From an optimization exercise on the open Yosys and OpenROAD flow, aimed at small area; shortcuts taken in it are not production practice.
Function was checked by simulation only, so behaviour that the tests miss may differ from the original.
The clock port is modelled as an ideal driver; clocking choices that lean on that would not hold on a real chip.
Power is estimated from default activity; no workload was simulated.

## pixel_generation
module pixel_generation(
    input clk,
    input reset,
    input video_on,
    input [9:0] x, y,
    input KEY_UP, KEY_DOWN, KEY_LEFT, KEY_RIGHT,
    output [11:0] rgb
    );
    reg [2:0] st;
    reg [9:0] sx;           
    reg [8:0] sy;           
    reg       dx2;          
    reg [1:0] dir;          
    wire [2:0] st_d;
    wire [9:0] sx_d;
    wire [8:0] sy_d;
    wire       dx2_e, dx2_v;
    wire [1:0] dir_d;
  wire new_n89, new_n90, new_n91, new_n92, new_n93, new_n94, new_n95,
    new_n96, new_n97, new_n98, new_n99, new_n100, new_n101, new_n102,
    new_n103, new_n104, new_n105, new_n106, new_n107, new_n108, new_n109,
    new_n110, new_n111, new_n112, new_n113, new_n114, new_n115, new_n116,
    new_n117, new_n118, new_n119, new_n120, new_n121, new_n122, new_n123,
    new_n124, new_n125, new_n126, new_n127, new_n128, new_n129, new_n130,
    new_n131, new_n132, new_n133, new_n134, new_n135, new_n136, new_n137,
    new_n138, new_n139, new_n140, new_n141, new_n142, new_n143, new_n144,
    new_n145, new_n146, new_n147, new_n148, new_n149, new_n150, new_n151,
    new_n152, new_n153, new_n154, new_n155, new_n156, new_n157, new_n158,
    new_n159, new_n160, new_n161, new_n162, new_n163, new_n164, new_n165,
    new_n166, new_n167, new_n168, new_n169, new_n170, new_n171, new_n172,
    new_n173, new_n174, new_n175, new_n176, new_n177, new_n178, new_n179,
    new_n180, new_n181, new_n182, new_n183, new_n184, new_n185, new_n186,
    new_n187, new_n188, new_n189, new_n190, new_n191, new_n192, new_n193,
    new_n194, new_n195, new_n196, new_n197, new_n198, new_n199, new_n200,
    new_n201, new_n202, new_n203, new_n204, new_n205, new_n206, new_n207,
    new_n208, new_n209, new_n210, new_n211, new_n212, new_n213, new_n214,
    new_n215, new_n216, new_n217, new_n218, new_n219, new_n220, new_n221,
  ...
clock: 10.0 ns
lec_check: 0
abc_area: 1
cap_margin: 20
core_margin: 2
core_utilization: 40
cts_buf_list: sky130_fd_sc_hd__clkbuf_8
gpl_timing_driven: 0
slew_margin: 20
standard.sh (not shown) runs the stock make flow with config.mk's settings and CLKGATE_MAP_FILE= SYNTH_SCRIPT=/design/flow/synth_recipe.tcl, a recipe that flattens the netlist after the stock synthesis.
==> flow/flow/run.sh <==
#!/bin/bash
# Layout flow: the standard flow (standard.sh), except that
#  - synthesis maps the logic with an area-oriented ABC script (flow/area.abc)
#    instead of ORFS's delay-oriented one, and without extracting adder
#    cells first (flow/my_synth.tcl),
#  - the buffers synthesis puts on outputs that share a net, and the port
#    buffers, are sky130_fd_sc_hd__buf_1 cells.
# Registers, floorplan, power grid, placement, CTS and routing are the
# standard flow's. All tool output goes to flow_make.log and ORFS's logs.
set -euo pipefail
WORK=$(pwd)
sed "s|SYNTH_SCRIPT=[^ ]*|SYNTH_SCRIPT=$WORK/flow/my_synth.tcl 'BUFFER_PORTS_ARGS=-buffer_cell sky130_fd_sc_hd__buf_1' 'MIN_BUF_CELL_AND_PORTS=sky130_fd_sc_hd__buf_1 A X'|" standard.sh > my_standard.sh
grep -q "SYNTH_SCRIPT=$WORK/flow/my_synth.tcl" my_standard.sh
bash my_standard.sh > flow_make.log 2>&1
==> flow/flow/area.abc <==
strash; &get -n; &dch; &nf -R 1000 -p -F 10 -A 6 -C 32; &put; topo
==> flow/flow/my_synth.tcl <==
proc synth {args} { yosys synth -nofsm -noshare {*}$args }
# area-oriented mapping: same synthesis, own ABC script
set ::my_abc_script [file join [file dirname [file normalize [info script]]] area.abc]
proc abc {args} {
  set i [lsearch -exact $args -script]
  if {$i >= 0} { set args [lreplace $args $i [expr {$i + 1}] -script $::my_abc_script] }
  yosys abc {*}$args
}
# no adder extraction: ABC maps the adders' gates with the rest of the logic
proc extract_fa {args} { }
source $::env(SCRIPTS_DIR)/synth.tcl
# left out here: clear keep_hierarchy, flatten, clean up, hide names made inside functions, write 1_2_yosys.v
Next try:
- CORE_UTILIZATION: 40 -> 65
- GPL_TIMING_DRIVEN: 0 -> not set
Effect: The new run passed the timing, DRC and antenna checks. Power went down by 2.2%. Count of clock-buffer cells in the layout stays the same. Die area went down by 37%.
Next try:
--- a/flow/flow/run.sh
+++ b/flow/flow/run.sh
@@ -4,7 +4,6 @@
 #    instead of ORFS's delay-oriented one, and without extracting adder
-#    cells first (flow/my_synth.tcl),
-#  - the buffers synthesis puts on outputs that share a net, and the port
-#    buffers, are sky130_fd_sc_hd__buf_1 cells.
+#    cells first (flow/my_synth.tcl), and
+#  - the port buffers are sky130_fd_sc_hd__buf_1 cells.
 # Registers, floorplan, power grid, placement, CTS and routing are the
-# standard flow's. All tool output goes to flow_make.log and ORFS's logs.
+# standard flow's.
 set -euo pipefail
==> flow/flow/area.abc (replaced) <==
strash; &get -n; &dch; &nf -R 1000 -p; &put; topo
- CORE_UTILIZATION: 65 -> 40
Outcome: The changed run completed with no timing, DRC or antenna violations; area after synthesis came out higher by 0.99%; global-route usage came out lower by 16 points; worst setup slack gains 41 ps; combinational power came out higher by 8.0%; final area came out higher by about 3%; die area came out higher by about 60%; wire length came out higher by about 4%; core utilization came out lower by 26 points; count of clock-buffer cells in the layout is unchanged.

Setup of before:
pixel_generation, a different RTL version from the one above (not shown whole).
For scale: ~25 flip-flops, ~0.0048 mm^2 of cells after synthesis.
Settings: LEC_CHECK=0, ABC_AREA=1, CAP_MARGIN=20, CORE_MARGIN=2, CORE_UTILIZATION=40, SLEW_MARGIN=20; clock period 10.0 ns.
==> flow/flow/run.sh <==
#!/bin/bash
# Layout flow: the standard flow (standard.sh), except that
#  - synthesis maps the logic with an area-oriented ABC script (flow/area.abc)
#    instead of ORFS's delay-oriented one, and without extracting adder
#    cells first (flow/my_synth.tcl), and
#  - the port buffers are sky130_fd_sc_hd__buf_1 cells.
# Registers, floorplan, power grid, placement, CTS and routing are the
# standard flow's.
set -euo pipefail
WORK=$(pwd)
sed "s|SYNTH_SCRIPT=[^ ]*|SYNTH_SCRIPT=$WORK/flow/my_synth.tcl 'BUFFER_PORTS_ARGS=-buffer_cell sky130_fd_sc_hd__buf_1'|" standard.sh > my_standard.sh
grep -q "SYNTH_SCRIPT=$WORK/flow/my_synth.tcl" my_standard.sh
bash my_standard.sh > flow_make.log 2>&1
==> flow/flow/area.abc <==
strash; &get -n; &dch; &nf -R 1000 -p; &put; topo
Scripts as last shown in full above: flow/flow/my_synth.tcl
diff inputs: before => after
diff --git a/flow/flow/run.sh b/flow/flow/run.sh
--- a/flow/flow/run.sh
+++ b/flow/flow/run.sh
@@ -2,6 +2,5 @@
 # Layout flow: the standard flow (standard.sh), except that
 #  - synthesis maps the logic with an area-oriented ABC script (flow/area.abc)
-#    instead of ORFS's delay-oriented one, and without extracting adder
-#    cells first (flow/my_synth.tcl), and
+#    instead of ORFS's delay-oriented one (flow/my_synth.tcl), and
 #  - the port buffers are sky130_fd_sc_hd__buf_1 cells.
 # Registers, floorplan, power grid, placement, CTS and routing are the
diff --git a/flow/flow/my_synth.tcl b/flow/flow/my_synth.tcl
--- a/flow/flow/my_synth.tcl
+++ b/flow/flow/my_synth.tcl
@@ -7,6 +7,4 @@
   yosys abc {*}$args
 }
-# no adder extraction: ABC maps the adders' gates with the rest of the logic
-proc extract_fa {args} { }
 source $::env(SCRIPTS_DIR)/synth.tcl
 # left out here: clear keep_hierarchy, flatten, clean up, hide names made inside functions, write 1_2_yosys.v
--- outcome ---
In summary, after completed successfully, with a layout that passed the timing, DRC and antenna checks. before → after: fraction of the mapped netlist area in compound gates shrank by 2.5 points, die area picked up an extra 2.8%, xor and xnor fraction of the mapped netlist area fell 3.0 points.

## P
pixel_generation, a different RTL version from the one above (not shown whole).
Size in the first run: about 710 cells after synthesis, ~25 flip-flops, ~39 I/O pins.
export LEC_CHECK = 0
export ABC_AREA = 1
export CAP_MARGIN = 20
export CORE_MARGIN = 2
export CORE_UTILIZATION = 65
export CTS_BUF_LIST = sky130_fd_sc_hd__clkbuf_8
export SLEW_MARGIN = 20
create_clock -name core_clock -period 10.0 [get_ports {clk}]
==> flow/flow/run.sh <==
#!/bin/bash
# Layout flow: the standard flow (standard.sh), except that
#  - synthesis maps the logic with an area-oriented ABC script (flow/area.abc)
#    instead of ORFS's delay-oriented one, and without extracting adder
#    cells first (flow/my_synth.tcl),
#  - the buffers synthesis puts on outputs that share a net, and the port
#    buffers, are sky130_fd_sc_hd__buf_1 cells.
# Registers, floorplan, power grid, placement, CTS and routing are the
# standard flow's. All tool output goes to flow_make.log and ORFS's logs.
set -euo pipefail
WORK=$(pwd)
sed "s|SYNTH_SCRIPT=[^ ]*|SYNTH_SCRIPT=$WORK/flow/my_synth.tcl 'BUFFER_PORTS_ARGS=-buffer_cell sky130_fd_sc_hd__buf_1' 'MIN_BUF_CELL_AND_PORTS=sky130_fd_sc_hd__buf_1 A X' 'CTS_ARGS=-sink_clustering_enable -repair_clock_nets -buf_list sky130_fd_sc_hd__clkbuf_8 -sink_clustering_size 30 -dont_use_dummy_load'|" standard.sh > my_standard.sh
grep -q "SYNTH_SCRIPT=$WORK/flow/my_synth.tcl" my_standard.sh
bash my_standard.sh > flow_make.log 2>&1
==> flow/flow/area.abc <==
strash; &get -n; &dch; &nf -R 1000 -p -F 10 -A 6 -C 32; &put; topo
==> flow/flow/my_synth.tcl <==
proc synth {args} { yosys synth -nofsm -noshare {*}$args }
# area-oriented mapping: same synthesis, own ABC script
set ::my_abc_script [file join [file dirname [file normalize [info script]]] area.abc]
proc abc {args} {
  set i [lsearch -exact $args -script]
  if {$i >= 0} { set args [lreplace $args $i [expr {$i + 1}] -script $::my_abc_script] }
  yosys abc {*}$args
}
# no adder extraction: ABC maps the adders' gates with the rest of the logic
proc extract_fa {args} { }
source $::env(SCRIPTS_DIR)/synth.tcl
# left out here: clear keep_hierarchy, flatten, clean up, hide names made inside functions, write 1_2_yosys.v
diff inputs: P => Q
- GPL_ROUTABILITY_DRIVEN: unset -> 0
diff --git a/flow/flow/run.sh b/flow/flow/run.sh
--- a/flow/flow/run.sh
+++ b/flow/flow/run.sh
@@ -10,5 +10,5 @@
 set -euo pipefail
 WORK=$(pwd)
-sed "s|SYNTH_SCRIPT=[^ ]*|SYNTH_SCRIPT=$WORK/flow/my_synth.tcl 'BUFFER_PORTS_ARGS=-buffer_cell sky130_fd_sc_hd__buf_1' 'MIN_BUF_CELL_AND_PORTS=sky130_fd_sc_hd__buf_1 A X' 'CTS_ARGS=-sink_clustering_enable -repair_clock_nets -buf_list sky130_fd_sc_hd__clkbuf_8 -sink_clustering_size 30 -dont_use_dummy_load'|" standard.sh > my_standard.sh
+sed "s|SYNTH_SCRIPT=[^ ]*|SYNTH_SCRIPT=$WORK/flow/my_synth.tcl 'BUFFER_PORTS_ARGS=-buffer_cell sky130_fd_sc_hd__buf_1' 'MIN_BUF_CELL_AND_PORTS=sky130_fd_sc_hd__buf_1 A X'|" standard.sh > my_standard.sh
 grep -q "SYNTH_SCRIPT=$WORK/flow/my_synth.tcl" my_standard.sh
 bash my_standard.sh > flow_make.log 2>&1
Findings:
Q against P: total vias in the final route flat; combinational cell fraction of total power down 0.7 points; first-pass GRT wire length down 0.31%.
Diff P -> Q | post-DP HPWL | down slightly
Here is what was changed in the inputs of R compared with Q.
- GPL_ROUTABILITY_DRIVEN: 0 -> unset
- CORE_UTILIZATION: 65 -> 72
Findings:
- Going from Q to R, average routed wire per standard cell grows by 0.24 um.
- On amount of wire on met3 after detailed routing, R and Q are neck and neck.
- Re overall global routing resource usage: Q was lower than R.
- On total non-filler cell area in the finished layout, R and Q are neck and neck.
diff inputs: R => S
- CORE_UTILIZATION now 70, was 72
==> flow/flow/run.sh <==
#!/bin/bash
# Layout flow: the standard flow (standard.sh), except that
#  - synthesis maps the logic with an area-oriented ABC script (flow/area.abc)
#    instead of ORFS's delay-oriented one, and without extracting adder
#    cells first (flow/my_synth.tcl),
#  - the buffers synthesis puts on outputs that share a net, and the port
#    buffers, are sky130_fd_sc_hd__buf_1 cells, and
#  - clock tree synthesis uses sky130_fd_sc_hd__clkbuf_8 and adds no dummy
#    loads (CTS_ARGS; otherwise ORFS's own clock_tree_synthesis arguments).
# Registers, floorplan, power grid, placement, CTS and routing are the
# standard flow's. All tool output goes to flow_make.log and ORFS's logs.
set -euo pipefail
WORK=$(pwd)
sed "s|SYNTH_SCRIPT=[^ ]*|SYNTH_SCRIPT=$WORK/flow/my_synth.tcl 'BUFFER_PORTS_ARGS=-buffer_cell sky130_fd_sc_hd__buf_1' 'MIN_BUF_CELL_AND_PORTS=sky130_fd_sc_hd__buf_1 A X' 'CTS_ARGS=-sink_clustering_enable -repair_clock_nets -buf_list sky130_fd_sc_hd__clkbuf_8 -sink_clustering_size 30 -dont_use_dummy_load'|" standard.sh > my_standard.sh
grep -q "SYNTH_SCRIPT=$WORK/flow/my_synth.tcl" my_standard.sh
bash my_standard.sh > flow_make.log 2>&1
[summary]
Route | S vs R | wire longer in S
From R to S the numbers moved as follows: number of clock buffers in the layout stayed essentially flat; final-layout non-clock buffer area share up 0.46 points.
Of R and S, S shows the higher share of the clock period used by the worst path, with R below it.
S vs R: area of the die up by a few percent
Setup slack: S less than R
Between R and S, the difference in count of buffers not belonging to the clock network in the layout is negligible.
Comparing R and S, fmax is lower on S.
S has critical path depth above what R had.

run A:
pixel_generation with an RTL version that a note above also has.
Size in the first run: ~780 cells after synthesis, ~25 flip-flops, about 39 I/O pins, about 4800 sq um of cells after synthesis.
Settings: LEC_CHECK=0, ABC_AREA=1, CAP_MARGIN=20, CORE_MARGIN=2, CORE_UTILIZATION=40, CTS_BUF_LIST=sky130_fd_sc_hd__clkbuf_8, SLEW_MARGIN=20; clock period 10.0 ns.
==> flow/flow/run.sh <==
#!/bin/bash
# Layout flow: the standard flow (standard.sh), except that
#  - synthesis maps the logic with an area-oriented ABC script (flow/area.abc)
#    instead of ORFS's delay-oriented one, and without extracting adder
#    cells first (flow/my_synth.tcl), and
#  - the port buffers are sky130_fd_sc_hd__buf_1 cells.
# Registers, floorplan, power grid, placement, CTS and routing are the
# standard flow's.
set -euo pipefail
WORK=$(pwd)
sed "s|SYNTH_SCRIPT=[^ ]*|SYNTH_SCRIPT=$WORK/flow/my_synth.tcl 'BUFFER_PORTS_ARGS=-buffer_cell sky130_fd_sc_hd__buf_1' 'MIN_BUF_CELL_AND_PORTS=sky130_fd_sc_hd__buf_1 A X'|" standard.sh > my_standard.sh
grep -q "SYNTH_SCRIPT=$WORK/flow/my_synth.tcl" my_standard.sh
bash my_standard.sh > flow_make.log 2>&1
==> flow/flow/area.abc <==
strash; &get -n; &dch; &nf -R 1000 -p; &put; topo
Scripts as last shown in full above: flow/flow/my_synth.tcl
Changes in run B relative to run A:
# run A
export LEC_CHECK = 0
export ABC_AREA = 1
export CAP_MARGIN = 20
export CORE_MARGIN = 2
export CORE_UTILIZATION = 40
export CTS_BUF_LIST = sky130_fd_sc_hd__clkbuf_8
export SLEW_MARGIN = 20
create_clock -name core_clock -period 10.0 [get_ports {clk}]
# run B
export LEC_CHECK = 0
export ABC_AREA = 1
export CAP_MARGIN = 0
export CORE_MARGIN = 2
export CORE_UTILIZATION = 40
export SLEW_MARGIN = 0
create_clock -name core_clock -period 10.0 [get_ports {clk}]
diff --git a/flow/flow/run.sh b/flow/flow/run.sh
--- a/flow/flow/run.sh
+++ b/flow/flow/run.sh
@@ -10,3 +10,3 @@
 WORK=$(pwd)
-sed "s|SYNTH_SCRIPT=[^ ]*|SYNTH_SCRIPT=$WORK/flow/my_synth.tcl 'BUFFER_PORTS_ARGS=-buffer_cell sky130_fd_sc_hd__buf_1' 'MIN_BUF_CELL_AND_PORTS=sky130_fd_sc_hd__buf_1 A X'|" standard.sh > my_standard.sh
+sed "s|SYNTH_SCRIPT=[^ ]*|SYNTH_SCRIPT=$WORK/flow/my_synth.tcl 'BUFFER_PORTS_ARGS=-buffer_cell sky130_fd_sc_hd__buf_1'|" standard.sh > my_standard.sh
 grep -q "SYNTH_SCRIPT=$WORK/flow/my_synth.tcl" my_standard.sh
Notes after the runs:
Row area after synthesis: run B higher / run A lower. Switching power as a share of total power in run B is 2.6 points below run A. In the flow results for run B and run A, the number of placed instances, taps included is smaller on run A. For run B, the termination of the worst setup path was sx[0], unlike run A, where it was sy[6]. Taking run A as the reference, in run B horizontal extent of the die went up 0.34%, global-route wire length before repair shows a reduction of about 9%. Run B and run A ended up with nearly the same hold slack. Worst setup slack improves in run B relative to run A. Comparing run A with run B, the multiplexer share of the synthesized area came out essentially unchanged.
The following lists how run C was set up differently from run B:
# run B
export LEC_CHECK = 0
export ABC_AREA = 1
export CAP_MARGIN = 0
export CORE_MARGIN = 2
export CORE_UTILIZATION = 40
export SLEW_MARGIN = 0
create_clock -name core_clock -period 10.0 [get_ports {clk}]
# run C
export LEC_CHECK = 0
export ABC_AREA = 1
export CAP_MARGIN = 20
export CORE_MARGIN = 2
export CORE_UTILIZATION = 40
export SLEW_MARGIN = 20
create_clock -name core_clock -period 10.0 [get_ports {clk}]
diff --git a/flow/flow/run.sh b/flow/flow/run.sh
--- a/flow/flow/run.sh
+++ b/flow/flow/run.sh
@@ -10,3 +10,3 @@
 WORK=$(pwd)
-sed "s|SYNTH_SCRIPT=[^ ]*|SYNTH_SCRIPT=$WORK/flow/my_synth.tcl 'BUFFER_PORTS_ARGS=-buffer_cell sky130_fd_sc_hd__buf_1'|" standard.sh > my_standard.sh
+sed "s|SYNTH_SCRIPT=[^ ]*|SYNTH_SCRIPT=$WORK/flow/my_synth.tcl 'BUFFER_PORTS_ARGS=-buffer_cell sky130_fd_sc_hd__buf_1' 'MIN_BUF_CELL_AND_PORTS=sky130_fd_sc_hd__buf_1 A X'|" standard.sh > my_standard.sh
 grep -q "SYNTH_SCRIPT=$WORK/flow/my_synth.tcl" my_standard.sh
Findings:
- Against run B, peak clock frequency supported by timing in run C came out worse.
- Note that the routed wire length recorded for run B amounts to 0.905 times the value seen in run C.
- In the tables for run C and run B, arrival time at the worst endpoint reads lower with run B.
- Run C — relative area change from synthesis to final layout 0.30 points higher, run B as reference
- Run C: number of clock-tree buffers in the layout higher than run B
- Run B → run C: combinational power share higher, final estimated routing congestion in global placement went down.
Relative to run C, the following input files were edited for run D:
diff --git a/flow/flow/run.sh b/flow/flow/run.sh
--- a/flow/flow/run.sh
+++ b/flow/flow/run.sh
@@ -10,3 +10,3 @@
 WORK=$(pwd)
-sed "s|SYNTH_SCRIPT=[^ ]*|SYNTH_SCRIPT=$WORK/flow/my_synth.tcl 'BUFFER_PORTS_ARGS=-buffer_cell sky130_fd_sc_hd__buf_1' 'MIN_BUF_CELL_AND_PORTS=sky130_fd_sc_hd__buf_1 A X'|" standard.sh > my_standard.sh
+sed "s|SYNTH_SCRIPT=[^ ]*|SYNTH_SCRIPT=$WORK/flow/my_synth.tcl 'BUFFER_PORTS_ARGS=-buffer_cell sky130_fd_sc_hd__buf_1' SYNTH_INSBUF=0|" standard.sh > my_standard.sh
 grep -q "SYNTH_SCRIPT=$WORK/flow/my_synth.tcl" my_standard.sh
Results
Detailed-routing iteration count for the pre-antenna-repair pass on run D is up relative to run C.
Run D has more setup slack than run C.
Diff run D and run C: share of the cycle needed by the critical path after routing lower in run D
Sort run D and run C by die area, ascending, and run D comes first.
[run D vs run C] reg2reg setup slack: higher in run D
Going from run C to run D, arrival time at the worst endpoint shrinks by 0.13 ns.
The clock distribution power in run D was higher than what run C gave.
Min fraction of area in multi-input gates across run D and run C: run D
Row final design area excluding fillers: run D higher / run C lower

## what the ideal ports hide
Ports are ideal in the flow. The routed layouts listed here were re-timed in OpenROAD.
Step 1 sets driving cells, clkbuf_16 on the clock port and buf_2 on the other inputs (assumed; they add their load-dependent delay and slew).
Step 2, shift: input delay + t, output delay - t, t = (earliest + latest rising clock arrival at the registers) / 2. This alone moves slack from input paths to output paths.
Three values: ideal ports, drivers, drivers and shift; two values: the first two.
run | t (ns) | slack for setup (ns) | worst slew at a driven data input, ns
the first run of note 1 | 0.302 | 0.677 / 0.677 / 0.677 | 0.05
the second run of note 1 | 0.299 | 0.700 / 0.700 / 0.700 | 0.03
the third run of note 1 | 0.301 | 0.742 / 0.742 / 0.742 | 0.03
before | 0.302 | 1.155 / 1.155 / 1.155 | 0.03
after | 0.301 | 0.878 / 0.878 / 0.878 | 0.03
P | 0.304 | 0.704 / 0.704 / 0.704 | 0.03
Q | 0.308 | 0.839 / 0.839 / 0.839 | 0.03
R | 0.304 | 1.031 / 1.031 / 1.031 | 0.04
S | 0.302 | 0.559 / 0.559 / 0.559 | 0.04
run A | 0.309 | 1.078 / 1.078 / 1.078 | 0.04
run B | 0.302 | 1.155 / 1.155 / 1.155 | 0.03
run C | 0.301 | 1.070 / 1.070 / 1.070 | 0.04
run D | 0.301 | 1.147 / 1.147 / 1.147 | 0.04
After both steps setup and hold are still met in every run listed.
